Context: an optimization exercise on an open-source flow, tuned for small area, a short achievable clock period and few clock cycles per item. The choices shown serve that exercise and are no tape-out recipe.
RTL that was checked went through simulation tests only; none was proved equivalent to the original.
Power and IR drop assume default switching activity.

Design Rsa256Core, start of the top module:
module Rsa256Core (
	input          i_clk,
	input          i_rst,
	input          i_start,
	input  [255:0] i_a,  
	input  [255:0] i_d,  
	input  [255:0] i_n,
	output [255:0] o_a_pow_d,  
	output         o_finished
);
localparam int W  = 261;    
localparam int NI = 86;     
localparam int J  = 3;      
localparam int RT = W / 3;  
localparam int CL = 90;     
localparam int NS = 3;      
localparam int SW = W / NS;
localparam int NC = 9;      
localparam int CW = W / NC;
localparam logic [2:0] P_PRE  = 3'd0;
localparam logic [2:0] P_FIX  = 3'd1;
localparam logic [2:0] P_ONE  = 3'd2;
localparam logic [2:0] P_ZERO = 3'd3;
localparam logic [2:0] P_SQ   = 3'd4;
localparam logic [2:0] P_MUL  = 3'd5;
localparam logic [2:0] P_FIN  = 3'd6;
localparam logic [2:0] S_IDLE  = 3'd0;
localparam logic [2:0] S_ACT   = 3'd1;  
localparam logic [2:0] S_CONV  = 3'd2;  
localparam logic [2:0] S_WAIT  = 3'd3;  
localparam logic [2:0] S_CLEAN = 3'd4;  
logic [2:1]   Nr;        
logic [15:0]  Dr;        
logic [256:0] A;         
logic [W-1:0] M;         
logic [W-1:0] S, C;      
logic [2:0] st;
logic [2:0] pk;          
logic [7:0] cnt;         
logic [7:0] cnt1;        
logic [7:0] rc;          
logic [8:0] k;           
logic [7:0] e;           
logic [7:0] cl;          
logic       found, dzero, dvalid;
logic       neg;         
logic       allq;
logic       finish;
logic       mult, one, q1f, q2f;
logic [7:0] ctl [NC];    
logic [7:0] ctl_n;
logic       mq, y10, y11, y12, y20, y21, y30;
logic       cb;          
assign o_finished = finish;
logic [W-1:0] Nw, Aw, Sg, y1, y2, y2s, y3, y3s, n1, n2, n2s, n3, n3s;
logic [W-1:0] aS, aCr, aC, bS, bCr, bC, cS, cCr, cC;
logic [W-1:0] dS, dCr, dC, eS, eCr, eC, fS, fCr, fC;
logic [NS-1:0] q1s, q2s, q3s;
logic         q1, q2, q3;
for (genvar t = 0; t < NC; t++) begin : g_cslice
	RsaCtlReg u_ctl (.clk(i_clk), .d(ctl_n), .q(ctl[t]));
end
for (genvar s = 0; s < NS; s++) begin : g_slice
	RsaQ u_q (.s(S[2:0]), .c(C[2:0]), .cb(cb), .mq(mq), .y1({y12, y11, y10}), .y2({y21, y20}),
	          .y3(y30), .n(Nr), .q1f(q1f), .q2f(q2f), .q1(q1s[s]), .q2(q2s[s]), .q3(q3s[s]));
  ...
For scale: about 7200 cells after synthesis, roughly 1200 flip-flops, roughly 1000 I/O pins, roughly 94000 sq um of cells after synthesis.
==> flow/config.mk <==
export PLATFORM = sky130hd
export DESIGN_NAME = Rsa256Core
export DESIGN_NICKNAME = Rsa256Core
export VERILOG_FILES = /design/flow/design.v
export SDC_FILE = /design/flow/constraint.sdc
export NUM_CORES = 4
export LEC_CHECK = 0
export ABC_CLOCK_PERIOD_IN_PS = 3500
export CAP_MARGIN = 30
export CORE_MARGIN = 2
export CORE_UTILIZATION = 55
export CTS_CLUSTER_DIAMETER = 100
export CTS_CLUSTER_SIZE = 20
export SETUP_SLACK_MARGIN = 0.6
export SLEW_MARGIN = 20
export SYNTH_HIERARCHICAL = 1
==> flow/constraint.sdc <==
create_clock -name core_clock -period 14.0 [get_ports {i_clk}]
set_input_delay 2.8000 -clock core_clock [delete_from_list [all_inputs] [get_ports {i_clk}]]
set_output_delay 2.8000 -clock core_clock [all_outputs]
set_load 0.01 [all_outputs]
standard.sh (not shown) runs the stock make flow with config.mk's settings and CLKGATE_MAP_FILE= SYNTH_SCRIPT=/design/flow/synth_recipe.tcl, a recipe that flattens the netlist after the stock synthesis.
==> flow/flow/run.sh <==
#!/bin/bash
set -euo pipefail
PRE=${PRE:-8.3}
POST=${POST:-9.7}
BUF="BUFFER_PORTS_ARGS=-buffer_cell sky130_fd_sc_hd__buf_1"
bash standard.sh synth > synth.log 2>&1
bash standard.sh SETUP_SLACK_MARGIN=$PRE "$BUF" place > place.log 2>&1
bash standard.sh SETUP_SLACK_MARGIN=$POST "$BUF" finish > finish.log 2>&1
The first run finished with timing, DRC and antenna clean.
Testbench counts at the start, summed over its fixed seeds: cycles 852,482, items 24.
Change:
--- a/flow/flow/run.sh
+++ b/flow/flow/run.sh
@@ -2,5 +2,5 @@
 set -euo pipefail
 PRE=${PRE:-8.3}
-POST=${POST:-9.7}
+POST=${POST:-9.6}
 BUF="BUFFER_PORTS_ARGS=-buffer_cell sky130_fd_sc_hd__buf_1"
 bash standard.sh synth > synth.log 2>&1
- CTS_CLUSTER_DIAMETER: 100 -> 110
- CTS_CLUSTER_SIZE: 20 -> 24
Combinational power went down slightly.
Sequential share of layout area grows by 0.34 points.
Setup slack gets worse by 0.019 ns.
Cell count came out lower slightly.
Power fell by a few percent.
Routed wire length drops slightly.
Via count went down slightly.
Change:
==> flow/flow/run.sh (replaced) <==
#!/bin/bash
set -euo pipefail
PRE=${PRE:-8.3}
POST=${POST:-9.6}
BUF="BUFFER_PORTS_ARGS=-buffer_cell sky130_fd_sc_hd__buf_2"
bash standard.sh synth > synth.log 2>&1
bash standard.sh SETUP_SLACK_MARGIN=$PRE "$BUF" place > place.log 2>&1
bash standard.sh SETUP_SLACK_MARGIN=$POST "$BUF" finish > finish.log 2>&1
- CTS_CLUSTER_DIAMETER: 110 -> 100
- CTS_CLUSTER_SIZE: 24 -> 20
Non-clock buffer count goes down by 3.
Cell area goes up by 1.4%.
Critical path depth goes up by 8.
Wire length goes down by 0.45%.
Power goes up by 3.3%.
Change:
==> flow/flow/run.sh (replaced) <==
#!/bin/bash
set -euo pipefail
PRE=${PRE:-8.3}
POST=${POST:-9.6}
BUF="BUFFER_PORTS_ARGS=-buffer_cell sky130_fd_sc_hd__buf_1"
bash standard.sh synth > synth.log 2>&1
bash standard.sh SETUP_SLACK_MARGIN=$PRE "$BUF" place > place.log 2>&1
bash standard.sh SETUP_SLACK_MARGIN=$POST "$BUF" finish > finish.log 2>&1
Outcome: Total power decreases by 1.5%. Core utilization falls by 0.64 points. Non-clock buffer count increases by 4. Worst setup slack gets better by 0.027 ns. Design area came out lower by 1.1%. Global-route usage stays flat. Cell count barely changes. Area after synthesis stays the same. Fmax is higher by 0.61%.

========
Another version of the RTL of Rsa256Core (not shown whole).
Size: roughly 5,600 cells after synthesis, roughly 1,100 flip-flops, ~1,000 I/O pins, about 73,000 sq um of cells after synthesis.
Settings: LEC_CHECK=0, ABC_CLOCK_PERIOD_IN_PS=3500, CAP_MARGIN=30, CORE_MARGIN=2, CORE_UTILIZATION=55, CTS_CLUSTER_DIAMETER=100, CTS_CLUSTER_SIZE=20, SETUP_SLACK_MARGIN=0.6, SLEW_MARGIN=20, SYNTH_HIERARCHICAL=1; clock period 14.0 ns.
==> flow/flow/run.sh <==
#!/bin/bash
set -euo pipefail
PRE=${PRE:-8.5}
POST=${POST:-10.1}
BUF="BUFFER_PORTS_ARGS=-buffer_cell sky130_fd_sc_hd__buf_2"
bash standard.sh synth > synth.log 2>&1
bash standard.sh SETUP_SLACK_MARGIN=$PRE "$BUF" place > place.log 2>&1
bash standard.sh SETUP_SLACK_MARGIN=$POST "$BUF" finish > finish.log 2>&1
The starting point finished clean.
Testbench counts at the start, summed over its fixed seeds: cycles 1,267,081, items 24.
==> next run, changes <==
--- a/flow/flow/run.sh
+++ b/flow/flow/run.sh
@@ -3,3 +3,3 @@
 PRE=${PRE:-8.5}
-POST=${POST:-10.1}
+POST=${POST:-9.8}
 BUF="BUFFER_PORTS_ARGS=-buffer_cell sky130_fd_sc_hd__buf_2"
CTS_CLUSTER_DIAMETER = not set   (was 100)
CTS_CLUSTER_SIZE = not set   (was 20)
Outcome:
- utilization is lower by 0.95 points
- sequential power came out higher by about 3%
- synthesized cell count stays the same
- first-iteration DRC count shrinks by 4.6%
- total power came out higher by 2.3%
- non-clock buffer count goes down by 223
- final cell count decreases by 1.2%
- combinational power falls by 27%
- synthesized area does not change
- clock-buffer cell count is higher by 70
- die area is unchanged
==> next run, changes <==
--- a/flow/flow/run.sh
+++ b/flow/flow/run.sh
@@ -3,3 +3,3 @@
 PRE=${PRE:-8.5}
-POST=${POST:-9.8}
+POST=${POST:-10.0}
 BUF="BUFFER_PORTS_ARGS=-buffer_cell sky130_fd_sc_hd__buf_2"
CTS_CLUSTER_DIAMETER = 100   (was not set)
CTS_CLUSTER_SIZE = 20   (was not set)
After rerunning:
- The changed run completed with no timing, DRC or antenna violations
- design area is higher slightly
- power drops by a few percent
- setup slack gains 0.093 ns
- area after synthesis does not change
- non-clock buffer count came out higher by 214
- critical path depth stays the same
- fmax is higher by a few percent
- sequential cell count is unchanged
- routed wire length rises by a few percent

========
Rsa256Core, a different RTL version from the one above (not shown whole).
For scale: roughly 7,600 cells after synthesis, ~1,400 flip-flops, ~98,000 µm² of cells after synthesis.
==> flow/config.mk <==
export PLATFORM = sky130hd
export DESIGN_NAME = Rsa256Core
export DESIGN_NICKNAME = Rsa256Core
export VERILOG_FILES = /design/flow/design.v
export SDC_FILE = /design/flow/constraint.sdc
export NUM_CORES = 4
export LEC_CHECK = 0
export ABC_CLOCK_PERIOD_IN_PS = 3500
export CAP_MARGIN = 30
export CORE_MARGIN = 2
export CORE_UTILIZATION = 55
export CTS_CLUSTER_DIAMETER = 100
export CTS_CLUSTER_SIZE = 20
export SETUP_SLACK_MARGIN = 0.6
export SLEW_MARGIN = 20
export SYNTH_HIERARCHICAL = 1
==> flow/constraint.sdc <==
create_clock -name core_clock -period 14.0 [get_ports {i_clk}]
set_input_delay 2.8000 -clock core_clock [delete_from_list [all_inputs] [get_ports {i_clk}]]
set_output_delay 2.8000 -clock core_clock [all_outputs]
set_load 0.01 [all_outputs]
==> flow/flow/run.sh <==
#!/bin/bash
set -euo pipefail
PRE=${PRE:-8.5}
POST=${POST:-9.8}
BUF="BUFFER_PORTS_ARGS=-buffer_cell sky130_fd_sc_hd__buf_2"
bash standard.sh synth > synth.log 2>&1
bash standard.sh SETUP_SLACK_MARGIN=$PRE "$BUF" place > place.log 2>&1
bash standard.sh SETUP_SLACK_MARGIN=$POST "$BUF" finish > finish.log 2>&1
The starting point went through all stages and came out clean.
Change:
--- a/flow/flow/run.sh
+++ b/flow/flow/run.sh
@@ -3,2 +3,2 @@
-PRE=${PRE:-8.5}
-POST=${POST:-9.8}
+PRE=${PRE:-8.3}
+POST=${POST:-9.6}
Hold slack is better by 0.0042 ns.
Die area stays the same.
Register-to-register slack degrades by 0.02 ns.
Count of clock-buffer cells in the layout stays the same.
Combinational power goes down by a few percent.
No run of this note included a check of the RTL's function; only the layout flow was run.

-- re-timing with driven ports --
In the flow no input, the clock included, has a driving cell. The finished layouts below were timed again as built, in two steps.
Step 1 sets driving cells, clkbuf_16 on the clock port and buf_2 on the other inputs (assumed; they add their load-dependent delay and slew).
Step 2 moves the port delays by t, midway between the first and last clock arrival at a register: inputs arrive t later, outputs are due t later. That takes back most of the time a late clock gives input paths.
Three values: ideal, step 1, step 2; two values: the first two.
run | t (ns) | setup WS [ns] | pins driven straight from the clock port
the first run of note 1 | 0.802 | 9.599 / 9.521 / 8.719 | 1
the second run of note 1 | 0.838 | 9.581 / 9.485 / 8.663 | 1
the third run of note 1 | 0.807 | 9.518 / 9.468 / 8.661 | 1
the fourth run of note 1 | 0.811 | 9.546 / 9.462 / 8.651 | 1
the first run of note 2 | 0.750 | 9.907 / 9.818 / 9.286 | 1
the second run of note 2 | 0.863 | 9.817 / 9.726 / 9.284 | 1
the third run of note 2 | 0.750 | 9.910 / 9.821 / 9.326 | 1
the first run of note 3 | 0.866 | 9.623 / 9.623 / 9.052 | 1
the second run of note 3 | 0.860 | 9.594 / 9.494 / 9.004 | 1
After both steps setup and hold are still met in every run listed. For the second run of note 1, which loses most, drivers alone change the setup slack by -0.096 ns; drivers and shift together by -0.918 ns.
